This design comes from an exercise in tuning for small area on the open sky130 flow, not from production work.
RTL that was checked went through simulation tests only; none was proved equivalent to the original.

== amber ==
==> flow/design.v <==
module SYS_CTRL(
input wire clk,
input wire rst_n,
input wire [7:0] rx_data,
input wire rx_valid,
input wire tx_busy,
output wire [7:0] tx_data,
output wire tx_valid,
output wire [7:0] uart_config,
output wire [7:0] div_ratio
);
localparam [3:0] S_CLR = 4'd9, S_IDLE = 4'd14, S_WA = 4'd13, S_WD = 4'd1, S_RA = 4'd0, S_RD = 4'd15, S_CA = 4'd4, S_CB = 4'd6, S_EX = 4'd8, S_SHA = 4'd10, S_SHB = 4'd2, S_FN = 4'd12, S_OF1 = 4'd7, S_OF2 = 4'd3;
reg [3:0] state;
reg [3:0] areg;         
reg       rd;           
reg [6:0] cnt;          
reg       c;            
reg       fl;           
reg       dly;          
reg       pend;         
reg [1:0] ph3;          
reg [1:0] ph4;          
reg [15:0] s;
reg [7:0] r0, r1, r2, r3;
reg [95:0] ring;
wire clr = (state == S_CLR);
wire rxv = rx_valid;
wire [7:0] rxd = rx_data & {8{~clr}};
reg [1:0] m3;
always @(*) begin
  case (areg)
    4'd0, 4'd3, 4'd6, 4'd9, 4'd12, 4'd15: m3 = 2'd1;   
    4'd1, 4'd4, 4'd7, 4'd10, 4'd13:       m3 = 2'd0;
    default:                              m3 = 2'd2;
  endcase
end
wire [2:0] p3s = {1'b0, m3} + {1'b0, ph3};
wire [1:0] pos3 = (p3s >= 3'd3) ? p3s - 3'd3 : p3s[1:0];
wire [1:0] pos4 = areg[1:0] + ph4;
wire ring_addr = (areg[3:2] != 2'b00);
wire ip_hit = (pos3 == 2'd2);                   
wire tap_hit = (pos3 == 2'd0) & (pos4 == 2'd0);  
wire wd_now = (state == S_WD) & rxv;
wire wr_ring = ((wd_now & ring_addr) | pend) & ip_hit;
wire [7:0] wbyte = pend ? s[7:0] : rxd;    
wire ins0 = clr | (wr_ring & (pos4 == 2'd3));
wire ins3 = clr | (wr_ring & (pos4 == 2'd2));
wire ins6 = clr | (wr_ring & (pos4 == 2'd1));
wire ins9 = clr | (wr_ring & (pos4 == 2'd0));
always @(posedge clk) begin
  ring[7:0]   <= ins0 ? wbyte : ring[95:88];
  ring[15:8]  <= ring[7:0];
  ring[23:16] <= ring[15:8];
  ring[31:24] <= ins3 ? wbyte : ring[23:16];
  ring[39:32] <= ring[31:24];
  ring[47:40] <= ring[39:32];
  ring[55:48] <= ins6 ? wbyte : ring[47:40];
  ring[63:56] <= ring[55:48];
  ring[71:64] <= ring[63:56];
  ring[79:72] <= ins9 ? wbyte : ring[71:64];
  ring[87:80] <= ring[79:72];
  ring[95:88] <= ring[87:80];
end
always @(posedge clk or negedge rst_n) begin
  if (!rst_n) begin
    ph3 <= 2'd0;
    ph4 <= 2'd0;
    pend <= 1'b0;
  end else begin
    ph3 <= (ph3 == 2'd2) ? 2'd0 : ph3 + 2'd1;
    ph4 <= ph4 + 2'd1;
    if (wd_now & ring_addr & ~ip_hit)
      pend <= 1'b1;
    else if (pend & ip_hit)
      pend <= 1'b0;
  end
end
always @(posedge clk) begin
  if (clr | (wd_now & (areg == 4'd0)) | ((state == S_CA) & rxv))
    r0 <= rxd;
  if (clr | (wd_now & (areg == 4'd1)) | ((state == S_CB) & rxv))
    r1 <= rxd;
end
always @(posedge clk or negedge rst_n) begin
  if (!rst_n) begin
    r2 <= 8'h21;
    r3 <= 8'h08;
  end else begin
    if (wd_now & (areg == 4'd2)) r2 <= rx_data;
    if (wd_now & (areg == 4'd3)) r3 <= rx_data;
  end
end
assign uart_config = r2;
assign div_ratio = r3;
wire [3:0] k = cnt[3:0];
wire [2:0] j = cnt[6:4];
wire lo = ~k[3];
wire [3:0] f = areg;
wire f_sub = ~rd & (f == 4'd1);
wire f_mul = ~rd & (f == 4'd2);
wire f_div = ~rd & (f == 4'd3);
wire f_log = ~rd & (f >= 4'd4) & (f <= 4'd9);
wire f_cmp = ~rd & ((f == 4'd10) | (f == 4'd11) | (f == 4'd12));
wire f_shr = ~rd & (f == 4'd13);
wire f_shl = ~rd & (f == 4'd14);
wire f_zero = ~rd & (f == 4'd15);
reg [4:0] off;
always @(*) begin
  if (f_mul)      off = {2'b00, j};
  else if (f_shr) off = 5'h1f;
  else            off = 5'd0;
end
wire [4:0] d = {1'b0, k} - off;
wire vd = (d[4:3] == 2'b00);
wire [2:0] ia = f_div ? ~j : d[2:0];
wire [2:0] ib = f_mul ? j : k[2:0];
wire [7:0] opa = (rd & areg[1]) ? r2 : r0;
wire [7:0] opb = (rd & areg[1]) ? r3 : r1;
wire a_bit = opa[ia];
wire b_bit = opb[ib];
wire av = a_bit & vd;
wire bv = b_bit & lo;
wire bz = (r1 == 8'd0);
wire first = (k == 4'd0);
reg x, y, cinit, cforce, cval, selc, inv;
always @(*) begin
  x = av; y = bv; cinit = 1'b0; cforce = 1'b0; cval = 1'b0; selc = 1'b0; inv = 1'b0;
  if (rd) begin
    x = areg[0] ? bv : av; y = 1'b0; cforce = 1'b1;
  end
  if (f_sub | f_cmp) begin y = ~bv; cinit = 1'b1; end
  if (f_shl) y = av;
  if (f_shr | f_zero) begin y = 1'b0; cforce = 1'b1; end
  if (f_zero) x = 1'b0;
  if (f_log) begin
    cforce = 1'b1;
    cval = f[0];                  
    selc = ~f[3];                 
    inv = f[2] & f[1];            
  end
  if (f_mul) begin x = s[0] & (j != 3'd0); y = av & b_bit; end
  if (f_div) begin x = first ? a_bit : (dly & (j != 3'd0)); y = bv ^ fl; cinit = fl; end
end
wire ce = cforce ? cval : (first ? cinit : c);
wire sum = x ^ y ^ ce;
wire cout = (x & y) | (x & ce) | (y & ce);
reg sin;
always @(*) begin
  if (f_div)
    sin = lo ? sum : ((k == 4'd8) ? (~sum & ~bz) : dly);
  else if (f_cmp & (j != 3'd0))
    sin = (k == 4'd0) ? ((f[1:0] == 2'd2) & fl | f[2] & ~c) :
          (k == 4'd1) ? ((f[1:0] == 2'd3) & c & ~fl | f[2] & ~c) : 1'b0;
  else
    sin = (selc ? cout : sum) ^ inv;
end
wire ex = (state == S_EX);
wire last = (cnt == 7'd127);
always @(posedge clk) begin
  if (ex) begin
    dly <= s[0];
    if (~(f_cmp & (j != 3'd0)))
      c <= cout;
    if (f_div & (k == 4'd8))
      fl <= ~sum;
    if (f_cmp & (j == 3'd0) & lo)
      fl <= fl & ~(av ^ bv);
  end else
    fl <= 1'b1;
end
wire of1_go = (state == S_OF1) & ~tx_busy & ~rd;
wire shift = ex | (state == S_SHA) | (state == S_SHB) | of1_go;
wire sbit = ex & sin;
wire ld = (state == S_WD) | (state == S_RD);
wire [7:0] pbus = (state == S_WD) ? rx_data : ring[7:0];
always @(posedge clk) begin
  s[15:8] <= {sbit, s[15:9]};
  if (shift)
    s[7:0] <= s[8:1];
  else if (ld)
    s[7:0] <= pbus;
end
assign tx_data = s[7:0];
assign tx_valid = (state == S_OF1) | (state == S_OF2);
always @(posedge clk) begin
  cnt <= shift ? cnt + 7'd1 : 7'd0;
  if ((state == S_WA | state == S_RA | state == S_FN) & rxv)
    areg <= rx_data[3:0];
  if (state == S_RA)
    rd <= 1'b1;
  else if (state == S_FN)
    rd <= 1'b0;
end
always @(posedge clk or negedge rst_n) begin
  if (!rst_n)
    state <= S_CLR;
  else begin
    case (state)
      S_CLR:  if (ph3 == 2'd2) state <= S_IDLE;
      S_IDLE: if (rxv) begin
                if (rx_data == 8'hAA) state <= S_WA;
                else if (rx_data == 8'hBB) state <= S_RA;
                else if (rx_data == 8'hCC) state <= S_CA;
                else if (rx_data == 8'hDD) state <= S_FN;
              end
      S_WA:   if (rxv) state <= S_WD;
      S_WD:   if (rxv) state <= S_IDLE;
      S_RA:   if (rxv) state <= (rx_data[3:2] == 2'b00) ? S_EX : S_RD;
      S_RD:   if (tap_hit) state <= S_OF1;
      S_CA:   if (rxv) state <= S_CB;
      S_CB:   if (rxv) state <= S_FN;
      S_FN:   if (rxv) state <= S_EX;
      S_EX:   if (last) state <= f_div ? S_SHA : S_OF1;
      S_SHA:  if (cnt[2:0] == 3'd7) state <= S_OF1;
      S_OF1:  if (~tx_busy) state <= rd ? S_IDLE : S_SHB;
              else if (~rd) state <= S_EX;
      S_SHB:  if (cnt[2:0] == 3'd7) state <= S_OF2;
      S_OF2:  if (~tx_busy) state <= S_IDLE;
      default: state <= S_IDLE;
    endcase
  end
end
endmodule
export LEC_CHECK = 0
export ABC_AREA = 1
export CAP_MARGIN = 20
export CORE_MARGIN = 2
export CORE_UTILIZATION = 40
export SLEW_MARGIN = 20
create_clock -name core_clock -period 40.0 [get_ports {clk}]
standard.sh (not shown) runs the stock make flow with config.mk's settings and CLKGATE_MAP_FILE= SYNTH_SCRIPT=/design/flow/synth_recipe.tcl, a recipe that flattens the netlist after the stock synthesis.
==> flow/flow/run.sh <==
#!/bin/bash
# Layout flow: the standard flow (standard.sh) with these changes:
#  - synthesis maps with an area-oriented ABC script (flow/abc_area.script:
#    no buffering or upsizing inside ABC) and buffers pass-through wires
#    with buf_1 instead of buf_4; registers are mapped exactly as in the
#    standard synthesis;
#  - port buffers are buf_1;
#  - the clock tree is built from clkbuf_8 without dummy loads.
# Each tool's output goes to its own log file in this folder.
set -euo pipefail
W=$(pwd)
rm -rf "$W/scripts_area"
cp -r "$FLOW_HOME/scripts" "$W/scripts_area"
cp "$W/flow/abc_area.script" "$W/scripts_area/abc_area.script"
bash standard.sh SCRIPTS_DIR="$W/scripts_area" ABC_AREA=1 \
  "MIN_BUF_CELL_AND_PORTS=sky130_fd_sc_hd__buf_1 A X" synth > "$W/synth.log" 2>&1
bash standard.sh "BUFFER_PORTS_ARGS=-buffer_cell sky130_fd_sc_hd__buf_1" \
  "CTS_ARGS=-sink_clustering_enable -repair_clock_nets -buf_list sky130_fd_sc_hd__clkbuf_8 -dont_use_dummy_load" \
  finish > "$W/layout.log" 2>&1
==> flow/flow/abc_area.script <==
strash
&get -n
&st
&dch
&nf -R 1000 -p -F 8 -A 4
&put
topo
Inputs modified between amber and willow:
--- a/flow/design.v
+++ b/flow/design.v
@@ -8,9 +8,9 @@
 output wire tx_valid,
 output wire [7:0] uart_config,
 output wire [7:0] div_ratio
 );
-localparam [3:0] S_CLR = 4'd9, S_IDLE = 4'd14, S_WA = 4'd13, S_WD = 4'd1, S_RA = 4'd0, S_RD = 4'd15, S_CA = 4'd4, S_CB = 4'd6, S_EX = 4'd8, S_SHA = 4'd10, S_SHB = 4'd2, S_FN = 4'd12, S_OF1 = 4'd7, S_OF2 = 4'd3;
+localparam [3:0] S_CLR = 4'd5, S_IDLE = 4'd8, S_WA = 4'd11, S_WD = 4'd15, S_RA = 4'd6, S_RD = 4'd7, S_CA = 4'd2, S_CB = 4'd9, S_EX = 4'd0, S_SHA = 4'd3, S_SHB = 4'd1, S_FN = 4'd10, S_OF1 = 4'd12, S_OF2 = 4'd4;
 reg [3:0] state;
 reg [3:0] areg;         
 reg       rd;           
 reg [6:0] cnt;          
==> results.txt <==
Setup slack after placement in willow vs amber: up 0.50 ns
Relative to amber, willow degrades clock distribution power.
In willow relative to amber, number of global-route vias before repair had gone down by a few percent.
Between willow and amber, signal arrival time at the worst endpoint is lower for willow, amber comes in above that.
Of willow and amber, it is willow that has the lower worst stage delay on the critical path.
Diff amber -> willow: finished layout cell area climbed 0.44%; total detailed-routing wirelength increased 3.6%; number of buffers other than clock buffers in the final layout went up by 1; half-perimeter wire length after detailed placement higher.
For willow, only the layout was checked, not whether the RTL still works.

separate check: timing with driven ports:
The results above use ideal ports. As a check the final layouts listed here were re-extracted and re-timed, cells and wires unchanged.
Step 1, drivers: a clkbuf_16 drives clk and a buf_2 each remaining input, both assumed.
Step 2, shift: input delay + t, output delay - t, t = (earliest + latest rising clock arrival at the registers) / 2. This alone moves slack from input paths to output paths.
Slacks: no drivers / after step 1 / after step 2; pairs: no drivers / after step 1.
run | t, ns | slack for setup (ns) | slew at the worst register clock pin (ns) | worst slew at a driven data input, ns | cell pins on the clock port's net
amber | 0.475 | 29.924 / 29.933 / 29.458 | 0.10 / 0.10 | 0.04 | 1
willow | 0.469 | 30.357 / 30.321 / 30.063 | 0.09 / 0.09 | 0.03 | 1
After both steps setup and hold are still met in every run listed. For amber, which loses most, drivers alone change the setup slack by +0.009 ns; drivers and shift together by -0.466 ns.
